This design comes from an exercise in tuning for small area, a short achievable clock period and few clock cycles on the open sky130 flow, not from production work. No functional check of the RTL was part of any run shown here. Power figures rest on the tool's default switching activity, not on a simulated workload.

==> flow/design.v (outline; a module is shown in full before it is edited, if it fits) <==
// module mat_mul: 191 lines
// module booth8_enc: 15 lines
// module booth8_mul44: 963 lines
// module bk_add32: 119 lines
// module cy12: 27 lines
module mat_mul #
    (
        parameter integer INPUT_SIZE = 49,
        parameter integer RESULT_SIZE = 1,
        parameter integer WEIGHT_SIZE = INPUT_SIZE*RESULT_SIZE,
        parameter integer INPUT_ADDR_SIZE = 10,
        parameter integer RESULT_ADDR_SIZE = 2,
        parameter integer WEIGHT_ADDR_SIZE = 6,
        parameter integer FIXED_POINT_AMOUNT = 12,
        parameter integer DATA_WIDTH = 32
    )
    (
        input wire  s00_axi_aclk,
        input wire  s00_axi_aresetn,
        output wire  s00_axis_tready,
        input  wire  [DATA_WIDTH-1 : 0] s00_axis_tdata,
        input  wire  s00_axis_tlast,
        input  wire  s00_axis_tvalid,
        output wire  m00_axis_tvalid,
        output wire  [DATA_WIDTH-1 : 0] m00_axis_tdata,
        output wire  [(DATA_WIDTH/8)-1 : 0] m00_axis_tstrb,
        output wire  m00_axis_tlast,
        input  wire  m00_axis_tready,
        input wire sel,
        input wire start,
        output wire [DATA_WIDTH-1 : 0] MAC_result,
        output wire valid_MAC_result
    );
  // ...
==> flow/flow/run.sh <==
#!/bin/bash
set -euo pipefail
bash standard.sh SETUP_SLACK_MARGIN=10.8 \
    "BUFFER_PORTS_ARGS=-buffer_cell sky130_fd_sc_hd__buf_4" \
    "CTS_ARGS=-sink_clustering_enable -repair_clock_nets -sink_clustering_size 25 -sink_clustering_max_diameter 100 -buf_list sky130_fd_sc_hd__clkbuf_16 -dont_use_dummy_load" \
    finish > flow_make.log 2>&1
==> flow/standard.sh <==
#!/bin/bash
# synth_recipe.tcl (not shown) runs the flow's synth.tcl, then flattens the netlist and writes it again
# the make line also repeats each setting of config.mk as NAME=value (left out here)
make -C /OpenROAD-flow-scripts/flow DESIGN_CONFIG=/design/flow/config.mk WORK_HOME=/design/flow/orfs CLKGATE_MAP_FILE= SYNTH_SCRIPT=/design/flow/synth_recipe.tcl "${@:-finish}"
==> flow/config.mk <==
export PLATFORM = sky130hd
export DESIGN_NAME = mat_mul
export DESIGN_NICKNAME = mat_mul
export VERILOG_FILES = /design/flow/design.v
export SDC_FILE = /design/flow/constraint.sdc
export NUM_CORES = 4
export LEC_CHECK = 0
export ABC_AREA = 1
export CAP_MARGIN = 20
export CORE_MARGIN = 2
export CORE_UTILIZATION = 55
export CTS_BUF_LIST = sky130_fd_sc_hd__clkbuf_16
export CTS_CLUSTER_DIAMETER = 100
export CTS_CLUSTER_SIZE = 25
export PLACE_DENSITY = 0.65
export SLEW_MARGIN = 20
==> flow/constraint.sdc <==
create_clock -name core_clock -period 15.0 [get_ports {s00_axi_aclk}]
set_input_delay 3.0000 -clock core_clock [delete_from_list [all_inputs] [get_ports {s00_axi_aclk}]]
set_output_delay 3.0000 -clock core_clock [all_outputs]
set_load 0.01 [all_outputs]
==> run notes, run 1 <==
synth cell count leaders 3,420 x dfxtp_1, 766 x nand2_1, 600 x inv_1, 324 x xor2_1, 265 x o22ai_1; Seq group 0.00978 W; ANT cells 6; commonest cells after routing, fill and taps aside 3,317 x dfxtp_1, 733 x nand2_1, 554 x inv_1, 320 x xor2_1, 259 x o22ai_1; grt peak-use layer met2; IO Pins 111; RePlAce Congestion 0.981; Final ANT Viol Nets 0; nets 7,776; Critical R2R Capture ps[21]; sequential cell area fraction in the yosys report 74.0%; fillers 12,800; gr usage total 24.7%; DRT Pass-1 Iters 9; GRT met2 Usage 36.2%; wire length on met3 20.2 mm; status complete, no violations; vias in the first global route 48,300; Cells after Synth 7,109; Synth top area share 74.0%; CP delay by family, top simple AND/OR/NAND/NOR gates; Period minus WS final 4.68 ns; Starting Density 55.3%; GRT Residual Overflow 0; Async S/R FF share, synth 0%; CP peak stage delay 0.36 ns; Top Registers w (1568), x (1567), wb (53); Synth warnings 5; area of the mapped netlist 92,500 um2; EDFF count, synth 0; Top cell by count, worst path nand2_1; Final Hold Viols 0; maximum clock frequency 213 MHz; Max Used Layer met5
==> module mat_mul, before the edit <==
module mat_mul #
    (
        parameter integer INPUT_SIZE = 49,
        parameter integer RESULT_SIZE = 1,
        parameter integer WEIGHT_SIZE = INPUT_SIZE*RESULT_SIZE,
        parameter integer INPUT_ADDR_SIZE = 10,
        parameter integer RESULT_ADDR_SIZE = 2,
        parameter integer WEIGHT_ADDR_SIZE = 6,
        parameter integer FIXED_POINT_AMOUNT = 12,
        parameter integer DATA_WIDTH = 32
    )
    (
        input wire  s00_axi_aclk,
        input wire  s00_axi_aresetn,
        output wire  s00_axis_tready,
        input  wire  [DATA_WIDTH-1 : 0] s00_axis_tdata,
        input  wire  s00_axis_tlast,
        input  wire  s00_axis_tvalid,
        output wire  m00_axis_tvalid,
        output wire  [DATA_WIDTH-1 : 0] m00_axis_tdata,
        output wire  [(DATA_WIDTH/8)-1 : 0] m00_axis_tstrb,
        output wire  m00_axis_tlast,
        input  wire  m00_axis_tready,
        input wire sel,
        input wire start,
        output wire [DATA_WIDTH-1 : 0] MAC_result,
        output wire valid_MAC_result
    );
    localparam integer N = 49;
    localparam integer NT = 6;    
    wire clk = s00_axi_aclk;
    wire rst = !s00_axi_aresetn;
    function automatic in_taps(input [5:0] c);
        in_taps = (c[2:0] == 3'd1);
    endfunction
    function automatic [NT-1:0] tap_onehot(input [5:0] c);
        tap_onehot = (c[2:0] == 3'd1) ? (6'd1 << c[5:3]) : 6'd0;
    endfunction
    function automatic [5:0] inc49(input [5:0] c);
        inc49 = (c == 6'd48) ? 6'd0 : c + 6'd1;
    endfunction
    reg        rdy;            
    reg        busy;           
    reg        ldx;            
    reg        w_ok, x_ok;     
    reg        dirty;          
    reg  [5:0] cw, cx;         
    reg  [NT-1:0] tsel;        
    wire xfer  = s00_axis_tvalid & rdy;
    wire first = xfer & ~busy;
    wire ins_w = xfer & ~sel;
    wire ins_x = xfer & sel;
    localparam [2:0] SP_IDLE = 3'd0, SP_SYNC = 3'd1, SP_SHIFT = 3'd2,
                     SP_RUN = 3'd3, SP_D1 = 3'd4, SP_D2 = 3'd5;
    reg  [2:0] sp;
    reg        sh1;            
    wire rl = (sp == SP_SHIFT);
    reg        m1v, m1f;       
    reg        m2v, m2f;       
    reg        vq;             
    reg        vr;             
    reg  [31:0] acc;           
    reg  [31:0] res;           
    reg  [31:0] od;            
    reg        s0, s1, s2, tv;
    reg [31:0] w [0:N-1];
    reg [31:0] x [0:N-1];
    reg [33:0] x3;             
    wire [31:0] x0_n = ins_x ? s00_axis_tdata : (rl ? acc : x[N-1]);
    integer k;
    always @(posedge clk) begin
        for (k = 1; k < N; k = k + 1) begin
            w[k] <= w[k-1];
            x[k] <= x[k-1];
        end
        w[0] <= ins_w ? s00_axis_tdata : w[N-1];
        x[0] <= x0_n;
        x3   <= {{2{x0_n[31]}}, x0_n} + {x0_n[31], x0_n, 1'b0};
    end
    wire [31:0] wtap = ({32{tsel[0]}} & w[0])  | ({32{tsel[1]}} & w[8])  |
                       ({32{tsel[2]}} & w[16]) | ({32{tsel[3]}} & w[24]) |
                       ({32{tsel[4]}} & w[32]) | ({32{tsel[5]}} & w[40]);
    wire [54:0] wenc;
    booth8_enc benc (.y(wtap), .e(wenc));
    reg  [54:0] wb;
    always @(posedge clk) wb <= wenc;
    wire [43:0] ms, mc;
    booth8_mul44 mul (.e(wb), .m(x[0]), .m3(x3), .s(ms), .c(mc));
    wire        lo_cy;
    cy12 lcy (.a(ms[11:0]), .b(mc[11:0]), .co(lo_cy));
    reg  [31:0] ps, pc;
    reg         pcy;
    always @(posedge clk) begin
        ps  <= ms[43:12];
        pc  <= mc[43:12];
        pcy <= lo_cy;
    end
    wire [31:0] acc_in = m2f ? 32'd0 : acc;
    wire [31:0] t3 = acc_in ^ ps ^ pc;
    wire [31:0] u3 = (acc_in & ps) | (acc_in & pc) | (ps & pc);
    wire [31:0] acc_sum;
    bk_add32 aadd (.a(t3), .b({u3[30:0], pcy}), .s(acc_sum));
    always @(posedge clk) begin
        if (rst)
            acc <= 32'd0;
        else if (rl)
            acc <= x[N-1];
        else if (m2v)
            acc <= acc_sum;
    end
    wire [5:0] cw_n = (first & ~sel) ? 6'd1 : inc49(cw);
    always @(posedge clk) begin
        if (rst) begin
            rdy <= 1'b0; busy <= 1'b0; ldx <= 1'b0;
            w_ok <= 1'b0; x_ok <= 1'b0; dirty <= 1'b0;
            cw <= 6'd0; cx <= 6'd0; tsel <= {NT{1'b0}};
            sp <= SP_IDLE; sh1 <= 1'b0;
            m1v <= 1'b0; m1f <= 1'b0; m2v <= 1'b0; m2f <= 1'b0;
            vq <= 1'b0; res <= 32'd0;
            s0 <= 1'b0; s1 <= 1'b0; s2 <= 1'b0; tv <= 1'b0;
        end else begin
            if (xfer & s00_axis_tlast)
                busy <= 1'b0;
            else if (first)
                busy <= 1'b1;
            if (first)
                ldx <= sel;
            if (xfer & s00_axis_tlast)
                rdy <= 1'b0;
            else if (busy | first)
                rdy <= 1'b1;
            else if (s00_axis_tvalid & ~sel)
                rdy <= 1'b1;
            else
                rdy <= in_taps(cw_n);
            cw <= cw_n;
            if (first & sel)
                cx <= 6'd1;
            else if (!(rl && sh1))
                cx <= inc49(cx);
            if (first & sel) begin
                x_ok <= 1'b1; dirty <= 1'b0;
            end else if (first & ~sel) begin
                w_ok <= 1'b1; dirty <= 1'b1;
            end
            if (!((first & sel) | (busy & ldx) | (sp == SP_RUN) | (sp == SP_D1) | (sp == SP_D2) |
                  (((sp == SP_SYNC) | (rl & ~sh1)) & (cx == 6'd0) & in_taps(cw))))
                tsel <= tap_onehot(cw_n) &
                        {NT{((sp != SP_IDLE) | (start & dirty)) ? x_ok : w_ok}};
            m1v <= ins_x;
            m1f <= first & sel;
            sh1 <= 1'b0;
            case (sp)
                SP_IDLE: if (start & dirty) sp <= SP_SYNC;
                SP_SYNC, SP_SHIFT: if (cx == 6'd0 && !(rl && sh1)) begin
                    if (in_taps(cw)) begin
                        sp <= SP_RUN;
                        m1v <= 1'b1; m1f <= 1'b1;
                    end else begin
                        sp <= SP_SHIFT; sh1 <= 1'b1;
                    end
                end
                SP_RUN: begin
                    m1v <= 1'b1; m1f <= 1'b0;
                    if (cx == 6'd48) sp <= SP_D1;
                end
                SP_D1: sp <= SP_D2;
                SP_D2: begin sp <= SP_IDLE; dirty <= 1'b0; end
                default: sp <= SP_IDLE;
            endcase
            m2v <= m1v; m2f <= m1f;
            vq <= (start & ~dirty) | (sp == SP_D2);
            if (vr) res <= acc;
            s0 <= m00_axis_tready;
            s1 <= s0;
            s2 <= s1;
            tv <= m00_axis_tready | s0 | s1 | s2;
        end
    end
    always @(posedge clk) begin
        vr <= (start & ~dirty) | (sp == SP_D2);
        od <= m00_axis_tready ? res : 32'd0;
    end
    assign s00_axis_tready  = rdy;
    assign valid_MAC_result = vq;
    assign MAC_result       = acc;
    assign m00_axis_tvalid  = tv;
    assign m00_axis_tlast   = s0;
    assign m00_axis_tdata   = od;
    assign m00_axis_tstrb   = 4'hf;
endmodule
==> inputs of run 2 (changes only) <==
--- a/flow/design.v
+++ b/flow/design.v
@@ -68,6 +68,8 @@
     reg [31:0] x [0:N-1];
     reg [33:0] x3;             
     wire [31:0] x0_n = ins_x ? s00_axis_tdata : (rl ? acc : x[N-1]);
+    wire [33:0] x3_n;
+    bk_add34 x3add (.a({{2{x0_n[31]}}, x0_n}), .b({x0_n[31], x0_n, 1'b0}), .s(x3_n));
     integer k;
     always @(posedge clk) begin
         for (k = 1; k < N; k = k + 1) begin
@@ -76,7 +78,7 @@
         end
         w[0] <= ins_w ? s00_axis_tdata : w[N-1];
         x[0] <= x0_n;
-        x3   <= {{2{x0_n[31]}}, x0_n} + {x0_n[31], x0_n, 1'b0};
+        x3   <= x3_n;
     end
     wire [31:0] wtap = ({32{tsel[0]}} & w[0])  | ({32{tsel[1]}} & w[8])  |
                        ({32{tsel[2]}} & w[16]) | ({32{tsel[3]}} & w[24]) |
@@ -1287,6 +1289,131 @@
     assign s[30] = p[30] ^ G42;
     assign s[31] = p[31] ^ G57;
 endmodule
+module bk_add34 (input wire [33:0] a, input wire [33:0] b, output wire [33:0] s);
+    wire [33:0] p = a ^ b;
+    wire [33:0] g = a & b;
+    wire G1 = g[1] | (p[1] & g[0]);
+    wire G2 = g[3] | (p[3] & g[2]);
+    wire P2 = p[3] & p[2];
+    wire G3 = g[5] | (p[5] & g[4]);
+    wire P3 = p[5] & p[4];
+    wire G4 = g[7] | (p[7] & g[6]);
+    wire P4 = p[7] & p[6];
+    wire G5 = g[9] | (p[9] & g[8]);
+    wire P5 = p[9] & p[8];
+    wire G6 = g[11] | (p[11] & g[10]);
+    wire P6 = p[11] & p[10];
+    wire G7 = g[13] | (p[13] & g[12]);
+    wire P7 = p[13] & p[12];
+    wire G8 = g[15] | (p[15] & g[14]);
+    wire P8 = p[15] & p[14];
+    wire G9 = g[17] | (p[17] & g[16]);
+    wire P9 = p[17] & p[16];
+    wire G10 = g[19] | (p[19] & g[18]);
+    wire P10 = p[19] & p[18];
+    wire G11 = g[21] | (p[21] & g[20]);
+    wire P11 = p[21] & p[20];
+    wire G12 = g[23] | (p[23] & g[22]);
+    wire P12 = p[23] & p[22];
+    wire G13 = g[25] | (p[25] & g[24]);
+    wire P13 = p[25] & p[24];
+    wire G14 = g[27] | (p[27] & g[26]);
+    wire P14 = p[27] & p[26];
+    wire G15 = g[29] | (p[29] & g[28]);
+    wire P15 = p[29] & p[28];
+    wire G16 = g[31] | (p[31] & g[30]);
+    wire P16 = p[31] & p[30];
+    wire G17 = g[33] | (p[33] & g[32]);
+    wire P17 = p[33] & p[32];
+    wire G18 = G2 | (P2 & G1);
+    wire G19 = G4 | (P4 & G3);
+    wire P19 = P4 & P3;
+    wire G20 = G6 | (P6 & G5);
+    wire P20 = P6 & P5;
+    wire G21 = G8 | (P8 & G7);
+    wire P21 = P8 & P7;
+    wire G22 = G10 | (P10 & G9);
+    wire P22 = P10 & P9;
+    wire G23 = G12 | (P12 & G11);
+    wire P23 = P12 & P11;
+    wire G24 = G14 | (P14 & G13);
+    wire P24 = P14 & P13;
+    wire G25 = G16 | (P16 & G15);
+    wire P25 = P16 & P15;
+    wire G26 = G19 | (P19 & G18);
+    wire G27 = G21 | (P21 & G20);
+    wire P27 = P21 & P20;
+    wire G28 = G23 | (P23 & G22);
+    wire P28 = P23 & P22;
+    wire G29 = G25 | (P25 & G24);
+    wire P29 = P25 & P24;
+    wire G30 = G27 | (P27 & G26);
+    wire G31 = G29 | (P29 & G28);
+    wire P31 = P29 & P28;
+    wire G32 = G31 | (P31 & G30);
+    wire G33 = G28 | (P28 & G30);
+    wire G34 = G20 | (P20 & G26);
+    wire G35 = G22 | (P22 & G30);
+    wire G36 = G24 | (P24 & G33);
+    wire G37 = G3 | (P3 & G18);
+    wire G38 = G5 | (P5 & G26);
+    wire G39 = G7 | (P7 & G34);
+    wire G40 = G9 | (P9 & G30);
+    wire G41 = G11 | (P11 & G35);
+    wire G42 = G13 | (P13 & G33);
+    wire G43 = G15 | (P15 & G36);
+    wire G44 = G17 | (P17 & G32);
+    wire G45 = g[2] | (p[2] & G1);
+    wire G46 = g[4] | (p[4] & G18);
+    wire G47 = g[6] | (p[6] & G37);
+    wire G48 = g[8] | (p[8] & G26);
+    wire G49 = g[10] | (p[10] & G38);
+    wire G50 = g[12] | (p[12] & G34);
+    wire G51 = g[14] | (p[14] & G39);
+    wire G52 = g[16] | (p[16] & G30);
+    wire G53 = g[18] | (p[18] & G40);
+    wire G54 = g[20] | (p[20] & G35);
+    wire G55 = g[22] | (p[22] & G41);
+    wire G56 = g[24] | (p[24] & G33);
+    wire G57 = g[26] | (p[26] & G42);
+    wire G58 = g[28] | (p[28] & G36);
+    wire G59 = g[30] | (p[30] & G43);
+    wire G60 = g[32] | (p[32] & G32);
+    assign s[0] = p[0];
+    assign s[1] = p[1] ^ g[0];
+    assign s[2] = p[2] ^ G1;
+    assign s[3] = p[3] ^ G45;
+    assign s[4] = p[4] ^ G18;
+    assign s[5] = p[5] ^ G46;
+    assign s[6] = p[6] ^ G37;
+    assign s[7] = p[7] ^ G47;
+    assign s[8] = p[8] ^ G26;
+    assign s[9] = p[9] ^ G48;
+    assign s[10] = p[10] ^ G38;
+    assign s[11] = p[11] ^ G49;
+    assign s[12] = p[12] ^ G34;
+    assign s[13] = p[13] ^ G50;
+    assign s[14] = p[14] ^ G39;
+    assign s[15] = p[15] ^ G51;
+    assign s[16] = p[16] ^ G30;
+    assign s[17] = p[17] ^ G52;
+    assign s[18] = p[18] ^ G40;
+    assign s[19] = p[19] ^ G53;
+    assign s[20] = p[20] ^ G35;
+    assign s[21] = p[21] ^ G54;
+    assign s[22] = p[22] ^ G41;
+    assign s[23] = p[23] ^ G55;
+    assign s[24] = p[24] ^ G33;
+    assign s[25] = p[25] ^ G56;
+    assign s[26] = p[26] ^ G42;
+    assign s[27] = p[27] ^ G57;
+    assign s[28] = p[28] ^ G36;
+    assign s[29] = p[29] ^ G58;
+    assign s[30] = p[30] ^ G43;
+    assign s[31] = p[31] ^ G59;
+    assign s[32] = p[32] ^ G32;
+    assign s[33] = p[33] ^ G60;
+endmodule
 module cy12 (input wire [11:0] a, input wire [11:0] b, output wire co);
     wire [11:0] p = a ^ b;
     wire [11:0] g = a & b;
==> run notes, run 2 <==
RePlAce Congestion 0.994 (was 0.981); most frequent cell after synthesis dfxtp_1 (unchanged); CTS root buffer clkbuf_16 (unchanged); Seq cells post-synth 3,420 (unchanged); max cap viols 0 (unchanged); Area growth syn-to-layout 10.6% (was 12.5%); Hold Path Class flop to flop (unchanged); sequential cell area fraction in the yosys report 74.4% (was 74.0%); Critical Path, Cell by Cell buf_8 > nand2_8 > nor2_4 > buf_12 > inv_16 > o211ai_1 > o21ai_2 > ha_1 > nand2_1 > nand2_1 > nand2_1 > nand2_1 > a21oi_2 > nand2_4 > nand2_4 > nand2_4 > nand2_2 > nand2_2 > nand2_2 > nand2_2 > fa_2 > xor2_1 (was buf_6 > clkinvlp_4 > nor2_4 > buf_12 > clkinv_16 > o21ai_4 > ha_4 > inv_2 > fa_2 > o21ai_4 > nand2_1 > nand2_2 > nand2_1 > nand2_2 > nand3_2 > nand4_1 > nand2_1); Die X 413 um (was 414 um); Post-Synth XOR/XNOR Area 3.14% (was 3.25%); IO Pins 111 (unchanged); maximum clock frequency 202 MHz (was 213 MHz); core area 167,000 um2 (about the same); first-pass GRT wire length 310 mm (was 314 mm); DR iter-0 viols 5,282 (was 4,410); TNS Setup 0 ns (unchanged); Max clock buf depth 3 (unchanged); Finish-stage setup viols 0 (unchanged); # DRC 0 (unchanged); FP Rows 150 (unchanged); largest net degree at the start of global routing 62 (was 52); post-synth cell types 51 (was 53); htree depth 4 (unchanged); Critical Path AT 5.66 ns (was 5.35 ns); pre-CTS setup slack 8.36 ns (was 8.19 ns); Cells after Synth 7,007 (was 7,109); area of the mapped netlist 92,000 um2 (was 92,500 um2); # hold bufs at CTS 0 (unchanged); unrepaired setup endpoints after global routing yes (unchanged); Synth top area share 74.4% (was 74.0%); Synth area leaders dfxtp_1 74%, fa_1 5.8%, nand2_1 3.2%, xor2_1 2.9%, inv_1 2.5% (was dfxtp_1 74%, fa_1 5.5%, nand2_1 3.1%, xor2_1 3.1%, inv_1 2.4%); CP startpoint kind input port (unchanged); simple logic cell fraction of the synthesized area 4.97% (was 5.18%); Pins Over Slew Limit 0 (unchanged); min setup slack post-route 10.06 ns (was 10.32 ns); cell at the slowest stage of the critical path fa_2 (unchanged); top_reg_cell synth dfxtp_1 (unchanged); gr usage total 24.9% (was 24.7%); Pwr Total 0.0148 W (was 0.0152 W); total die area 171,000 um2 (was 172,000 um2); commonest cells after routing, fill and taps aside 3,328 x dfxtp_1, 757 x nand2_1, 569 x inv_1, 305 x xor2_1, 268 x o22ai_1 (was 3,317 x dfxtp_1, 733 x nand2_1, 554 x inv_1, 320 x xor2_1, 259 x o22ai_1); CP Class input port to flop (unchanged); vias in the first global route 47,900 (was 48,300); Synth warnings 5 (unchanged); Top reg by flops w (unchanged); Top Registers w (1568), x (1567), wb (53) (unchanged); VDD IR max 0.123 mV (was 0.131 mV); CP peak stage delay 0.36 ns (about the same); nets 7,648 (was 7,776); wire length per cell 22.6 um (about the same); CTS tree built (unchanged); CP Data Required Time 15.72 ns (was 15.66 ns); Slew @ Worst Pin 1.17 ns (was 1.01 ns); layout cell share with drive strength beyond 1 11.4% (was 14.1%); Avg Vias per Cell 5.22 (was 5.18); CTS sink cnt 3,420 (unchanged); worst hold margin 0.274 ns (was 0.267 ns); final WL 213 mm (was 216 mm); CTS Buf Count 157 (unchanged); DR vias 49,300 (was 49,600); largest area contributor in the netlist dfxtp_1 (unchanged); GRT Residual Overflow 0 (unchanged); clock slew at reported path FFs 0.10 ns (was 0.09 ns); HPWL Detailed 137 mm (was 144 mm); Async S/R FF share, synth 0% (unchanged); Buffers on Ports 106 (unchanged); P per Cell Area 145 nW/um2 (about the same); post-synthesis adder-cell area fraction 7.38% (was 7.03%); Final Hold Viols 0 (unchanged); clock latency on the worst-skew pair 0.82 ns (was 0.85 ns); final period utilization 33.0% (was 31.2%); mux cell area share after synthesis 0.0109% (was 0.239%); status complete, no violations (unchanged); DRT Pass-1 Iters 9 (unchanged); Compound-Gate Fraction of Synth Area 6.13% (was 6.42%); Mean Syn Cell Area 13.1 um2 (was 13.0 um2); critical path endpoint category flop (unchanged); Final ANT Viol Nets 0 (unchanged); synth cell count leaders 3,420 x dfxtp_1, 782 x nand2_1, 610 x inv_1, 306 x xor2_1, 269 x o22ai_1 (was 3,420 x dfxtp_1, 766 x nand2_1, 600 x inv_1, 324 x xor2_1, 265 x o22ai_1); P_leak 42.3 nW (was 43.2 nW); commonest non-fill, non-tap cell in the layout dfxtp_1 (unchanged); main combinational cell family by area after synthesis adder cells (unchanged); Worst Skew 0.102 ns (was 0.114 ns); initial antenna violation count 21 (was 25); CP max FO 14 (was 7); Starting Density 55.2% (was 55.3%); Rel. slew slack 21.9% (was 32.4%); EDFF count, synth 0 (unchanged); Period minus WS final 4.94 ns (was 4.68 ns); max reg flops 1,568 (unchanged); Die H 413 um (was 414 um)
-- run 2: changes by cell type after synthesis, sizes merged, moves of 5 or more --
cell,delta
xor2,-18
fa,+14
inv,+6
xnor2,+5
mux2,-17
a22o,+7
nand3,-10
nor2,-33
a21oi,-31
clkbuf,+9
nand2,+7
a31oi,-9
-- run 2: final cells by class --
| class | count | area (um2) |
|---|---|---|
| Sequential cell | 3420 | 68700 |
| Antenna cell | 9 | 22.5 |
| Multi-Input combinational cell | 2652 | 20600 |
| Fill cell | 13000 | 64900 |
| Clock buffer | 157 | 3930 |
| Timing Repair Buffer | 341 | 3110 |
| Tap cell | 2204 | 2760 |
| Inverter | 643 | 2590 |
| Timing Repair inverter | 11 | 101 |
-- run 2: metrics by stage --
step	utilization, %	instance area (um2)	cells
after floorplan	-	92400	7010
after global placement	57.2	95300	9116
after detailed placement	57.2	95300	9116
after CTS	60.7	101000	9397
after global routing	61.1	102000	9433
final	61.1	102000	9437
-- run 2: cells by family after synthesis --
kind of cell    after synthesis
flops                      3420
buf+inv                     938
simple gates               1124
xor+xnor                    330
compound gates              810
mux                           1
fa+ha+maj                   383
other cells                   1
-- run 2: worst max-delay path, delay by kind of cell --
kind | cells | cell delay, ns
AOI/OAI and AO/OA | 3 | 0.44
and+or+nand+nor | 13 | 0.96
adders and majority gates | 2 | 0.69
buffers and inverters | 3 | 0.38
xor gates and xnor gates | 1 | 0.15
-- run 2: path summary, 6_finish.rpt --
kind / slack, ns / end / depth (start not counted) / startpoint
setup / recovery: 10.06 / x3[31] / 22 / s00_axis_tvalid
hold / removal: 0.27 / x[22][11] / 0 / x[21][11]
setup reg to reg: 10.54 / ps[21] / 13 / x[0][27]
hold reg to reg: 0.27 / x[22][11] / 0 / x[21][11]
-- run 2: metal layers --
layer | track usage (%) | vias to the layer above | share of wire, %
li1 | - | 22600 | -
met1 | 33.7 | 23800 | 43
met2 | 36.7 | 2212 | 42
met3 | 7.28 | 674 | 9.5
met4 | 11.8 | 14 | 5.4
met5 | 0 | - | 0.044
-- run 2: repair_timing --
action,4_1_cts,5_1_grt
gates resized for setup,323,81
buffers inserted,112,29
endpoints found under the setup margin,168,132
pin swaps,35,17
gates cloned,12,2
-- run 2: where the power goes --
part | internal [W] | switching (W) | total, W
clock network | 0.00187 | 0.00251 | 0.00438
logic | 0.000187 | 0.000388 | 0.000575
registers | 0.00953 | 0.000275 | 0.00980

afterwards: timing with drivers on the ports:
In the flow no input, the clock included, has a driving cell. The finished layouts below were timed again as built, in two steps. Step 1 (the two cells are an assumption about what drives the block):
set clk [get_ports {s00_axi_aclk}]
set_driving_cell -lib_cell sky130_fd_sc_hd__clkbuf_16 $clk
set_driving_cell -lib_cell sky130_fd_sc_hd__buf_2 [delete_from_list [all_inputs] $clk]
Step 2 also shifts input and output timing later by t, the mid clock arrival at the registers, as if the neighbouring blocks saw the same clock. a / b / c = ideal ports / drivers / drivers and shift; a / b = the first two.
run	shift t [ns]	setup slack, ns	hold slack, ns	clock arrival spread, ns
run 1	0.882	10.316 / 10.360 / 9.477	0.267 / 0.267 / 0.267	0.135 / 0.135
run 2	0.862	10.057 / 10.087 / 9.225	0.274 / 0.274 / 0.274	0.134 / 0.134
After both steps every run listed still meets setup and hold. The setup slack of run 1, which loses most, moves by +0.044 ns with the drivers and by -0.839 ns with both steps.
